This is an optimization exercise on Yosys and OpenROAD, whose aim is small area and a short achievable clock period, not a production implementation.
No driver is modelled on the clock port, so clock power and skew are understated where the tree is cut down; a real chip needs a root buffer or a tree.
Power is estimated from default activity; no workload was simulated.

==> flow/design.v <==
module SPI_RAM(din,clk,rst_n,rx_valid,dout);
input [9:0] din;
input clk,rst_n,rx_valid;
output reg [7:0] dout;
reg [3:0] cnt;            
reg [7:0] wr_addr;
reg wz;                   
reg [7:0] rd_addr;
reg wp;                   
reg [7:0] wdata;
reg [7:0] rm;             
reg [7:0] rs;             
reg wr, wr_n;             
wire [7:0] wd = wdata ^ {8{~cnt[3]}};
wire [3:0] cntm2 = cnt - 4'd2;
wire [7:0] tap [0:31];
genvar r;
generate
    for (r = 0; r < 32; r = r + 1) begin : ring
        reg [63:0] q;     
        wire sel = (wr_addr[7:3] == r);
        wire a = sel & wr;
        wire b = ~sel | wr_n;
        always @(posedge clk)
            q <= {q[55:0], ~((q[63:56] | {8{a}}) & (wd | {8{b}}))};
        assign tap[r] = q[7:0];
    end
endgenerate
wire put = rx_valid && din[9:8] == 2'b01;
wire wld = rx_valid && din[9:8] == 2'b00;
wire at1 = (cnt[2:0] + 3'd1 == wr_addr[2:0]);
wire wp_nx = (rst_n & put) | (wp & ~wr);
wire wr_nx = (rst_n & put & at1) | (wp & ~wr & at1);
always @(posedge clk)
    cnt <= cnt + 4'd1;
always @(posedge clk) begin
    wp   <= wp_nx;
    wr   <= wr_nx;
    wr_n <= ~wr_nx;
    if (put)
        wdata <= din[7:0];
    wr_addr <= {8{~(wz & ~wp) | wld}} & (wld ? din[7:0] : wr_addr);
    wz <= ~rst_n | (wz & ~(rx_valid && din[9:8] == 2'b00));
    rd_addr <= {8{rst_n}} & ((rx_valid && din[9:8] == 2'b10) ? din[7:0] : rd_addr);
    rm <= tap[rd_addr[7:3]];
    if (cntm2[2:0] == rd_addr[2:0])
        rs <= rm ^ {8{cntm2[3]}};
    if (rx_valid && din[9:8] == 2'b11)
        dout <= rs;
end
endmodule
module SPI_Slave(MOSI,clk,SS_n,tx_data,rst_n,MISO,rx_valid,rx_data);
    input MOSI,clk,SS_n,rst_n;
    input [7:0] tx_data;
    output reg MISO,rx_valid;
    output [9:0] rx_data;
localparam IDLE  = 3'd0;
localparam CHK   = 3'd1;
localparam WRITE = 3'd2;
localparam RDATA = 3'd3;
localparam RADD  = 3'd4;
reg [2:0] cs;
reg [3:0] bit_count;
reg read_ctrl;            
reg is_read_cmd;          
reg flag;                 
reg b0;                   
reg [9:0] sh;             
wire idle  = (cs == IDLE);
wire chk   = (cs == CHK);
wire wpath = (cs == WRITE);
wire rdata = (cs == RDATA);
wire radd  = (cs == RADD);
wire bc9   = (bit_count == 4'd9);
wire bc10  = (bit_count == 4'd10);
assign rx_data = {sh[9:1], wpath ? b0 : sh[0]};
wire cap = rx_valid & rx_data[9] & rx_data[8];
reg [2:0] cs_go;
always @* begin
    case (cs)
        IDLE:  cs_go = CHK;
        CHK:   cs_go = is_read_cmd ? (read_ctrl ? RDATA : RADD) : WRITE;
        WRITE, RADD, RDATA: cs_go = bc10 ? IDLE : cs;
        default: cs_go = IDLE;
    endcase
end
wire miso_go   = ~idle & ((rdata & ~bc10) ? (flag & ~bit_count[3] & tx_data[~bit_count[2:0]]) : MISO);
wire miso_hold = ~idle & MISO;
wire rc_go     = (radd & bc9) | (read_ctrl & ~(rdata & bc9));
wire fl_keep   = flag | cap;
wire fl_go     = fl_keep & ~(rdata & bc9);
wire rv_go     = (wpath | radd) & bc9;
always @(posedge clk)
    sh <= {sh[8:0], MOSI};
always @(posedge clk) begin
    cs          <= (rst_n & ~SS_n) ? cs_go : IDLE;
    MISO        <= rst_n & (SS_n ? miso_hold : miso_go);
    read_ctrl   <= rst_n & (SS_n ? read_ctrl : rc_go);
    flag        <= rst_n & (SS_n ? fl_keep : fl_go);
    rx_valid    <= rst_n & ~SS_n & rv_go;
    is_read_cmd <= rst_n & ((chk & ~SS_n) ? MOSI : is_read_cmd);
    b0          <= rst_n & ((rx_valid & wpath) ? sh[0] : b0);
end
always @(posedge clk) begin
    if (chk)
        bit_count <= 4'd0;
    else
        bit_count <= bit_count + 4'd1;
end
endmodule
module TopModule(MOSI,clk,SS_n,rst_n,MISO);
    input MOSI,clk,SS_n,rst_n;
    output MISO;
    wire [9:0] rx_data;
    wire rx_valid;
    wire [7:0] tx_data;
    SPI_Slave spi_slave (MOSI,clk,SS_n,tx_data,rst_n,MISO,rx_valid,rx_data);
    SPI_RAM ram(rx_data,clk,rst_n,rx_valid,tx_data);
endmodule
clock: 7.0 ns
lec_check: 0
cap_margin: 30
core_margin: 2
core_utilization: 40
setup_slack_margin: 4.8
slew_margin: 20
standard.sh (not shown) runs the stock make flow with config.mk's settings and CLKGATE_MAP_FILE= SYNTH_SCRIPT=/design/flow/synth_recipe.tcl, a recipe that flattens the netlist after the stock synthesis.
==> flow/flow/run.sh <==
#!/bin/bash
# The standard layout (standard.sh) with these changes:
#  - synthesis maps the logic with an area-oriented ABC script (abc.script
#    here, in place of ORFS's abc_speed.script); every other synthesis step,
#    and so every register, is the standard synthesis's;
#  - ports are buffered with buf_4 cells;
#  - TritonCTS builds the clock tree from larger sink clusters, without
#    dummy loads; clock_top.tcl then replaces its root by four inverters on
#    the clock port and its branch buffers by inverters, and runs the
#    post-CTS timing repair.
# Each make run writes its output to a log here; each ORFS step keeps its
# own log under orfs/logs/.
set -euo pipefail
here=$(pwd)
rm -rf "$here/scripts_abc"
cp -r "$FLOW_HOME/scripts" "$here/scripts_abc"
cp "$here/flow/abc.script" "$here/scripts_abc/abc_speed.script"
bash standard.sh "SCRIPTS_DIR=$here/scripts_abc" synth > synth.log 2>&1
export BUFFER_PORTS_ARGS="-buffer_cell sky130_fd_sc_hd__buf_4"
export CTS_ARGS="-sink_clustering_enable -repair_clock_nets -dont_use_dummy_load -buf_list {sky130_fd_sc_hd__clkbuf_16 sky130_fd_sc_hd__clkbuf_8 sky130_fd_sc_hd__clkbuf_4} -root_buf sky130_fd_sc_hd__clkbuf_16 -sink_clustering_buffer sky130_fd_sc_hd__clkbuf_16 -sink_buffer_max_cap_derate 1.0 -sink_clustering_size 30 -sink_clustering_max_diameter 80"
export SKIP_CTS_REPAIR_TIMING=1
export POST_CTS_TCL="$here/flow/clock_top.tcl"
bash standard.sh finish > make.log 2>&1
Other scripts of this flow, unchanged in this note and not shown: flow/flow/abc.script, flow/flow/clock_top.tcl
==> next run, changes <==
--- a/flow/design.v
+++ b/flow/design.v
@@ -5,13 +5,13 @@
 reg [3:0] cnt;            
 reg [7:0] wr_addr;
 reg wz;                   
 reg [7:0] rd_addr;
 reg wp;                   
 reg [7:0] wdata;
-reg [7:0] rm;             
+reg [7:0] rma, rmb;       
 reg [7:0] rs;             
 reg wr, wr_n;             
 wire [7:0] wd = wdata ^ {8{~cnt[3]}};
 wire [3:0] cntm2 = cnt - 4'd2;
 wire [7:0] tap [0:31];
 genvar r;
@@ -39,15 +39,16 @@
     wr_n <= ~wr_nx;
     if (put)
         wdata <= din[7:0];
     wr_addr <= {8{~(wz & ~wp) | wld}} & (wld ? din[7:0] : wr_addr);
     wz <= ~rst_n | (wz & ~(rx_valid && din[9:8] == 2'b00));
     rd_addr <= {8{rst_n}} & ((rx_valid && din[9:8] == 2'b10) ? din[7:0] : rd_addr);
-    rm <= tap[rd_addr[7:3]];
+    rma <= tap[{1'b0, rd_addr[6:3]}];
+    rmb <= tap[{1'b1, rd_addr[6:3]}];
     if (cntm2[2:0] == rd_addr[2:0])
-        rs <= rm ^ {8{cntm2[3]}};
+        rs <= (rd_addr[7] ? rmb : rma) ^ {8{cntm2[3]}};
     if (rx_valid && din[9:8] == 2'b11)
         dout <= rs;
 end
 endmodule
 module SPI_Slave(MOSI,clk,SS_n,tx_data,rst_n,MISO,rx_valid,rx_data);
     input MOSI,clk,SS_n,rst_n;
The changed run passed the timing, DRC and antenna checks; routed wire length rose by 3.1%; hold slack got worse by 7.9 ps; cell count climbs by 4.5%; synthesized area went up by 2.1%; clock skew increases by 19 ps; sequential power stays flat; power rose by 0.37%; cell area increases by 1.1%; global-route usage hardly moves.
No run of this note included a check of the RTL's function; only the layout flow was run.

[re-timing with driven ports]
The flow's constraints put no driver on any port. The routed layouts listed below were extracted and timed again, unchanged, in two steps.
Step 1: set_driving_cell puts a clkbuf_16 on clk and a buf_2 on each other input, an assumption about the parent block.
Step 2, shift: input delay + t, output delay - t, t = (earliest + latest rising clock arrival at the registers) / 2. This alone moves slack from input paths to output paths.
a / b / c = no drivers / after step 1 / after step 2; a / b = the first two.
| run | t, ns | setup WS [ns] | worst setup path at the end | worst register clock-pin slew, ns | worst data-port slew with drivers (ns) |
|---|---|---|---|---|---|
| the first run | 0.616 | 4.753 / 4.514 / 4.580 | input to register | 0.11 / 0.11 | 0.07 |
| the second run | 0.609 | 4.795 / 4.535 / 4.706 | input to register | 0.11 / 0.11 | 0.05 |
After both steps setup and hold are still met in every run listed. For the first run, which loses most, drivers alone change the setup slack by -0.239 ns; drivers and shift together by -0.173 ns.
